Source: an optimization exercise on an open RTL-to-GDS flow (aim: small area and a short achievable clock period). Production flows keep margins and buffers that such runs may drop. The RTL was checked by simulation tests, not by an equivalence proof against the original design. No activity file was given, so power comes from the tool's default toggle rates.

==> flow/design.v <==
module alu(A,B,op_dec,ans_ex,data_in,flag_prv,ans_tmp,flag_ex);
input [15:0] A,B,ans_ex,data_in;
input [5:0] op_dec;
input [1:0] flag_prv;
output [15:0] ans_tmp;
output [1:0] flag_ex;
wire alu_op = (op_dec[5:4]==2'b00);
wire c_add = alu_op & (op_dec[2:1]==2'b00);           
wire sub   = op_dec[0];
wire c_ldst= (op_dec[5:1]==5'b01010);                  
wire c_in  = (op_dec==6'b010110);
wire c_jc  = (op_dec[5:2]==4'b0111);
wire c_hold= (op_dec[5:1]==5'b01000) | (op_dec==6'b010111) | (op_dec==6'b011000) | c_jc;
wire c_sll = (op_dec==6'b011001);
wire c_srx = (op_dec[5:1]==5'b01101);
wire c_sra = (op_dec==6'b011011);
reg [3:0] t;
always @* begin
  t = 4'b0000;
  if (alu_op)
    case (op_dec[2:0])
      3'b010: t = 4'b1010;    
      3'b100: t = 4'b1000;    
      3'b101: t = 4'b1110;    
      3'b110: t = 4'b0110;    
      3'b111: t = 4'b0101;    
      default: t = 4'b0000;
    endcase
  else if (c_ldst) t = 4'b1100;  
end
wire [15:0] lu;
genvar i;
generate for (i=0; i<16; i=i+1) begin : g_lu
  assign lu[i] = B[i] ? (A[i] ? t[3] : t[1]) : (A[i] ? t[2] : t[0]);
end endgenerate
wire [15:0] Bx = sub ? ~B : B;
wire [15:0] lo = {1'b0,A[14:0]} + {1'b0,Bx[14:0]} + {15'b0,sub};
wire c15 = lo[15];
wire [15:0] x = {A[15]^Bx[15]^c15, lo[14:0]};
wire b_lo0 = (B[14:0]==15'b0);
wire v1 = (sub & b_lo0) ? (A[15] & B[15]) : ((A[15] ~^ Bx[15]) & (c15 ^ A[15]));
function [15:0] rev16(input [15:0] v);
  integer j;
  begin for (j=0; j<16; j=j+1) rev16[j] = v[15-j]; end
endfunction
wire [15:0] sh_in = c_sll ? rev16(A) : A;
wire fill = c_sra & A[15];
wire [31:0] sh_ext = {{16{fill}}, sh_in};
wire [15:0] sh_out = sh_ext >> B[3:0];
assign ans_tmp =
    ({16{c_add}} & x) |
    lu |
    ({16{c_in}} & data_in) |
    ({16{c_hold}} & ans_ex) |
    ({16{c_sll}} & rev16(sh_out)) |
    ({16{c_srx}} & sh_out);
wire [15:0] axb = A ^ B;
wire [15:0] aob = A | B;
wire [15:0] ones = 16'hffff;
wire [15:0] mask = c_sll ? (ones >> B[3:0]) : (ones << B[3:0]);
wire [15:0] nz = ({16{c_add}} & (axb ^ ({aob[14:0],1'b0} & {16{~sub}}))) |
                 lu |
                 ({16{c_sll|c_srx}} & A & mask) |
                 ({16{c_in}} & data_in) |
                 ({16{c_hold}} & ans_ex);
assign flag_ex[1] = ~|nz | (c_jc & flag_prv[1]);
assign flag_ex[0] = c_add ? v1 : (c_jc & flag_prv[0]);
endmodule
module rf_ao3(d,s,y);
input [2:0] d,s;
output y;
assign y = ~|(d & s);
endmodule
module rf_ao2(d,s,y);
input [1:0] d,s;
output y;
assign y = ~|(d & s);
endmodule
module rf_read(d,s,y);
input [511:0] d;
input [31:0] s;
output [15:0] y;
genvar b,g;
generate for (b=0; b<16; b=b+1) begin : g_bit
  wire [10:0] t;
  for (g=0; g<10; g=g+1) begin : g_grp
    rf_ao3 u(.d({d[16*(3*g+2)+b], d[16*(3*g+1)+b], d[16*(3*g)+b]}),
             .s(s[3*g+2:3*g]),.y(t[g]));
  end
  rf_ao2 u2(.d({d[16*31+b], d[16*30+b]}),.s(s[31:30]),.y(t[10]));
  assign y[b] = ~&t;
end endgenerate
endmodule
module rf_bit(d,q,we,wen,y);
input d,q,we,wen;
output y;
assign y = (we & d) | (wen & q);
endmodule
module opsel(dm,e,sel,y);
input [15:0] dm,e;
input sel;
output [15:0] y;
assign y = sel ? dm : e;
endmodule
module mips_16bit(ins,A,B,Current_Address,ans_ex,ans_dm,ans_wb,mux_sel_A,mux_sel_B,imm_sel,data_out,data_in,interrupt,clk,reset,
                  pm_data,dm_en,dm_we,dm_wdata,dm_rdata);
output [31:0] ins;
output [15:0] A,B,data_out,Current_Address,ans_ex,ans_dm,ans_wb;
output [1:0] mux_sel_A,mux_sel_B;
output imm_sel;
input [15:0] data_in;
input clk,interrupt,reset;
input [31:0] pm_data;
output dm_en,dm_we;
output [15:0] dm_wdata;
input [15:0] dm_rdata;
reg [15:0] hold;           
reg        rst1;           
reg [31:0] ins_prv;
reg        stall_pm;
reg        ld1,jp,jp1;
reg [5:0]  op_dec;
reg        imm_sel_r;
reg [1:0]  sel_a,sel_b;
reg [4:0]  dest_ex,dest_mem,rw_dm;
reg        ld_ex,st_ex,ld_mem,en_mem,we_mem,msel;
reg [15:0] AR,BR;          
reg [15:0] ans_ex_r,ex_out,ans_wb_r,data_out_r,dm_data;
reg [1:0]  flag_prv,flag2;
reg        int1,int2;
reg [15:0] nap_r;          
reg [15:0] rf [0:31];
wire [31:0] ins_w = reset ? (stall_pm ? ins_prv : pm_data) : 32'b0;
assign ins = ins_w;
wire [5:0] op = ins_w[31:26];
wire [4:0] rd = ins_w[25:21];
wire [4:0] ra = ins_w[20:16];
wire [4:0] rb = ins_w[15:11];
wire is_hlt  = (op==6'b010001);
wire is_ld   = (op==6'b010100);
wire is_st   = (op==6'b010101);
wire is_jc   = (op[5:2]==4'b0111);
wire is_jmp  = (op==6'b011000);
wire is_ret  = (op==6'b010000);
wire ld_first= is_ld & ~ld1;
wire jump    = is_jc & ~jp1;
wire stall   = is_hlt | jump | ld_first;
wire writes = (op[5:4]==2'b00) | ld_first | (op==6'b010110) |
              (op==6'b011001) | (op==6'b011010) | (op==6'b011011);
wire [4:0] dest = writes ? rd : 5'b0;
wire [1:0] fwd_a = (ra==dest_ex && !ld_ex) ? 2'b01 : (ra==dest_mem) ? 2'b10 : (ra==rw_dm) ? 2'b11 : 2'b00;
wire [1:0] fwd_b = (rb==dest_ex && !ld_ex) ? 2'b01 : (rb==dest_mem) ? 2'b10 : (rb==rw_dm) ? 2'b11 : 2'b00;
wire imm_sel_d = (op[5:3]==3'b001);
wire [31:0] ra_oh, rb_oh, rw_oh;
genvar gi, gb;
generate for (gi=0; gi<32; gi=gi+1) begin : g_dec
  assign ra_oh[gi] = (ra==gi);
  assign rb_oh[gi] = (rb==gi);
  assign rw_oh[gi] = (rw_dm==gi);
end endgenerate
wire [511:0] rf_flat;
wire [15:0] rf_nxt [0:31];
wire [15:0] ans_dm_w = msel ? dm_rdata : ex_out;
generate for (gi=0; gi<32; gi=gi+1) begin : g_row
  assign rf_flat[16*gi +: 16] = rf[gi];
  for (gb=0; gb<16; gb=gb+1) begin : g_b
    rf_bit u_bit(.d(ans_dm_w[gb]),.q(rf[gi][gb]),.we(rw_oh[gi]),.wen(~rw_oh[gi]),.y(rf_nxt[gi][gb]));
  end
end endgenerate
wire [15:0] rd_a, rd_b;
rf_read u_rda(.d(rf_flat),.s(ra_oh),.y(rd_a));
rf_read u_rdb(.d(rf_flat),.s(rb_oh),.y(rd_b));
integer k;
always @(posedge clk) begin
  for (k=0; k<32; k=k+1)
    rf[k] <= rf_nxt[k];
  AR <= rd_a;
  BR <= imm_sel_d ? ins_w[15:0] : rd_b;
end
wire a_dm = (sel_a==2'b10) & msel;
wire b_dm = (sel_b==2'b10) & msel & ~imm_sel_r;
wire [15:0] A_e = (sel_a==2'b00) ? AR : (sel_a==2'b01) ? ans_ex_r : (sel_a==2'b10) ? ex_out : ans_wb_r;
wire [15:0] B_e = (imm_sel_r | sel_b==2'b00) ? BR : (sel_b==2'b01) ? ans_ex_r : (sel_b==2'b10) ? ex_out : ans_wb_r;
wire [15:0] Aw, Bw;
opsel u_opa(.dm(dm_rdata),.e(A_e),.sel(a_dm),.y(Aw));
opsel u_opb(.dm(dm_rdata),.e(B_e),.sel(b_dm),.y(Bw));
assign A = Aw;
assign B = Bw;
wire [15:0] ans_tmp;
wire [1:0] flag_ex;
alu u_alu(.A(Aw),.B(Bw),.op_dec(op_dec),.ans_ex(ans_ex_r),.data_in(data_in),.flag_prv(flag_prv),.ans_tmp(ans_tmp),.flag_ex(flag_ex));
wire [15:0] hold_inc = hold + 16'd1;
wire [15:0] caj = (stall | rst1) ? hold : hold_inc;
wire [15:0] nap_w = int1 ? hold_inc : nap_r;
wire [15:0] jmp_loc = is_ret ? nap_w : (int1 ? 16'hf000 : ins_w[15:0]);
wire [1:0] ffin = is_ret ? flag2 : flag_ex;
wire base_j = is_jmp | int1;
wire fsel = op[1] ? ffin[1] : ffin[0];
wire cond_j = is_jc & (fsel ^ op[0]);
wire [15:0] ca_t = reset ? jmp_loc : 16'b0;
wire [15:0] ca_n = reset ? (base_j ? jmp_loc : caj) : 16'b0;
assign Current_Address = cond_j ? ca_t : ca_n;
always @(posedge clk) begin
  ins_prv   <= ins_w;
  stall_pm  <= stall;
  ld1       <= ld_first;
  jp        <= jump;
  op_dec    <= op;
  imm_sel_r <= imm_sel_d;
  dest_ex   <= dest;
  ld_ex     <= ld_first;
  st_ex     <= is_st;
  dm_data   <= Bw;
  if (!reset) begin
    hold <= 16'b0; rst1 <= 1'b1; jp1 <= 1'b0;
    sel_a <= 2'b0; sel_b <= 2'b0;
    dest_mem <= 5'b0; rw_dm <= 5'b0;
    ld_mem <= 1'b0; en_mem <= 1'b0; we_mem <= 1'b0; msel <= 1'b0;
    ans_ex_r <= 16'b0; ex_out <= 16'b0; ans_wb_r <= 16'b0; data_out_r <= 16'b0;
    flag_prv <= 2'b0; flag2 <= 2'b0; int1 <= 1'b0; int2 <= 1'b0; nap_r <= 16'b0;
  end else begin
    hold <= Current_Address; rst1 <= 1'b0; jp1 <= jp;
    sel_a <= fwd_a; sel_b <= fwd_b;
    dest_mem <= dest_ex; rw_dm <= dest_mem;
    ld_mem <= ld_ex; en_mem <= ld_ex | st_ex; we_mem <= st_ex; msel <= ld_mem;
    ans_ex_r <= ans_tmp; ex_out <= ans_ex_r; ans_wb_r <= ans_dm_w;
    if (op_dec==6'b010111) data_out_r <= Aw;
    flag_prv <= flag_ex;
    if (int2) flag2 <= flag_ex;
    int1 <= interrupt; int2 <= int1;
    nap_r <= nap_w;
  end
end
assign mux_sel_A = sel_a;
assign mux_sel_B = sel_b;
assign imm_sel = imm_sel_r;
assign ans_ex = ans_ex_r;
assign ans_dm = ans_dm_w;
assign ans_wb = ans_wb_r;
assign data_out = data_out_r;
assign dm_en = en_mem;
assign dm_we = we_mem;
assign dm_wdata = dm_data;
endmodule
export LEC_CHECK = 0
export CAP_MARGIN = 20
export CORE_MARGIN = 2
export CORE_UTILIZATION = 40
export CTS_CLUSTER_DIAMETER = 80
export CTS_CLUSTER_SIZE = 20
export SETUP_SLACK_MARGIN = 3.0
export SLEW_MARGIN = 20
export SYNTH_HIERARCHICAL = 1
export BUFFER_PORTS_ARGS = -buffer_cell sky130_fd_sc_hd__buf_1
create_clock -name core_clock -period 11.5 [get_ports {clk}]
standard.sh (not shown) runs the stock make flow with config.mk's settings and CLKGATE_MAP_FILE= SYNTH_SCRIPT=/design/flow/synth_recipe.tcl, a recipe that flattens the netlist after the stock synthesis.
==> flow/flow/run.sh <==
#!/bin/bash
set -euo pipefail
echo 'export BUFFER_PORTS_ARGS = -buffer_cell sky130_fd_sc_hd__buf_1' >> config.mk
bash standard.sh > standard_flow.log 2>&1
Next try:
--- a/flow/design.v
+++ b/flow/design.v
@@ -96,10 +96,4 @@
 output y;
 assign y = (we & d) | (wen & q);
-endmodule
-module opsel(dm,e,sel,y);
-input [15:0] dm,e;
-input sel;
-output [15:0] y;
-assign y = sel ? dm : e;
 endmodule
 module mips_16bit(ins,A,B,Current_Address,ans_ex,ans_dm,ans_wb,mux_sel_A,mux_sel_B,imm_sel,data_out,data_in,interrupt,clk,reset,
@@ -182,7 +176,6 @@
 wire [15:0] A_e = (sel_a==2'b00) ? AR : (sel_a==2'b01) ? ans_ex_r : (sel_a==2'b10) ? ex_out : ans_wb_r;
 wire [15:0] B_e = (imm_sel_r | sel_b==2'b00) ? BR : (sel_b==2'b01) ? ans_ex_r : (sel_b==2'b10) ? ex_out : ans_wb_r;
-wire [15:0] Aw, Bw;
-opsel u_opa(.dm(dm_rdata),.e(A_e),.sel(a_dm),.y(Aw));
-opsel u_opb(.dm(dm_rdata),.e(B_e),.sel(b_dm),.y(Bw));
+wire [15:0] Aw = a_dm ? dm_rdata : A_e;
+wire [15:0] Bw = b_dm ? dm_rdata : B_e;
 assign A = Aw;
 assign B = Bw;
=>
- maximum frequency drops by a few percent
- first-iteration DRC count fell by a few percent
- cell area fell by a few percent
- non-clock buffer count goes down by 23
- worst hold slack stays flat
- total power decreases slightly
- via count stays flat
- wire length came out higher slightly
- global-route usage increases by 0.92 points
- core utilization goes down by 0.20 points
- cell count went down slightly

## afterwards: timing with drivers on the ports
In the flow no input, the clock included, has a driving cell. The finished layouts below were timed again as built, in two steps. Step 1, drivers: a clkbuf_16 drives clk and a buf_2 each remaining input, both assumed. Step 2 adds t to the input delays and takes it off the output delays; t is the mean of the earliest and latest rising clock arrival at the registers after step 1. Input paths then give back, and output paths get back, about the clock's delay inside the block. Slacks: ideal ports / drivers / drivers and shift; pairs: ideal ports / drivers.
| run | shift t [ns] | setup slack, ns | worst data-port slew with drivers (ns) | cell pins on the clock port's net |
|---|---|---|---|---|
| the first run | 0.689 | 3.070 / 3.005 / 3.005 | 0.12 | 1 |
| the second run | 0.691 | 2.790 / 2.738 / 2.738 | 0.10 | 1 |
After both steps setup and hold are still met in every run listed. The setup slack of the first run, which loses most, moves by -0.065 ns with the drivers and by -0.065 ns with both steps.
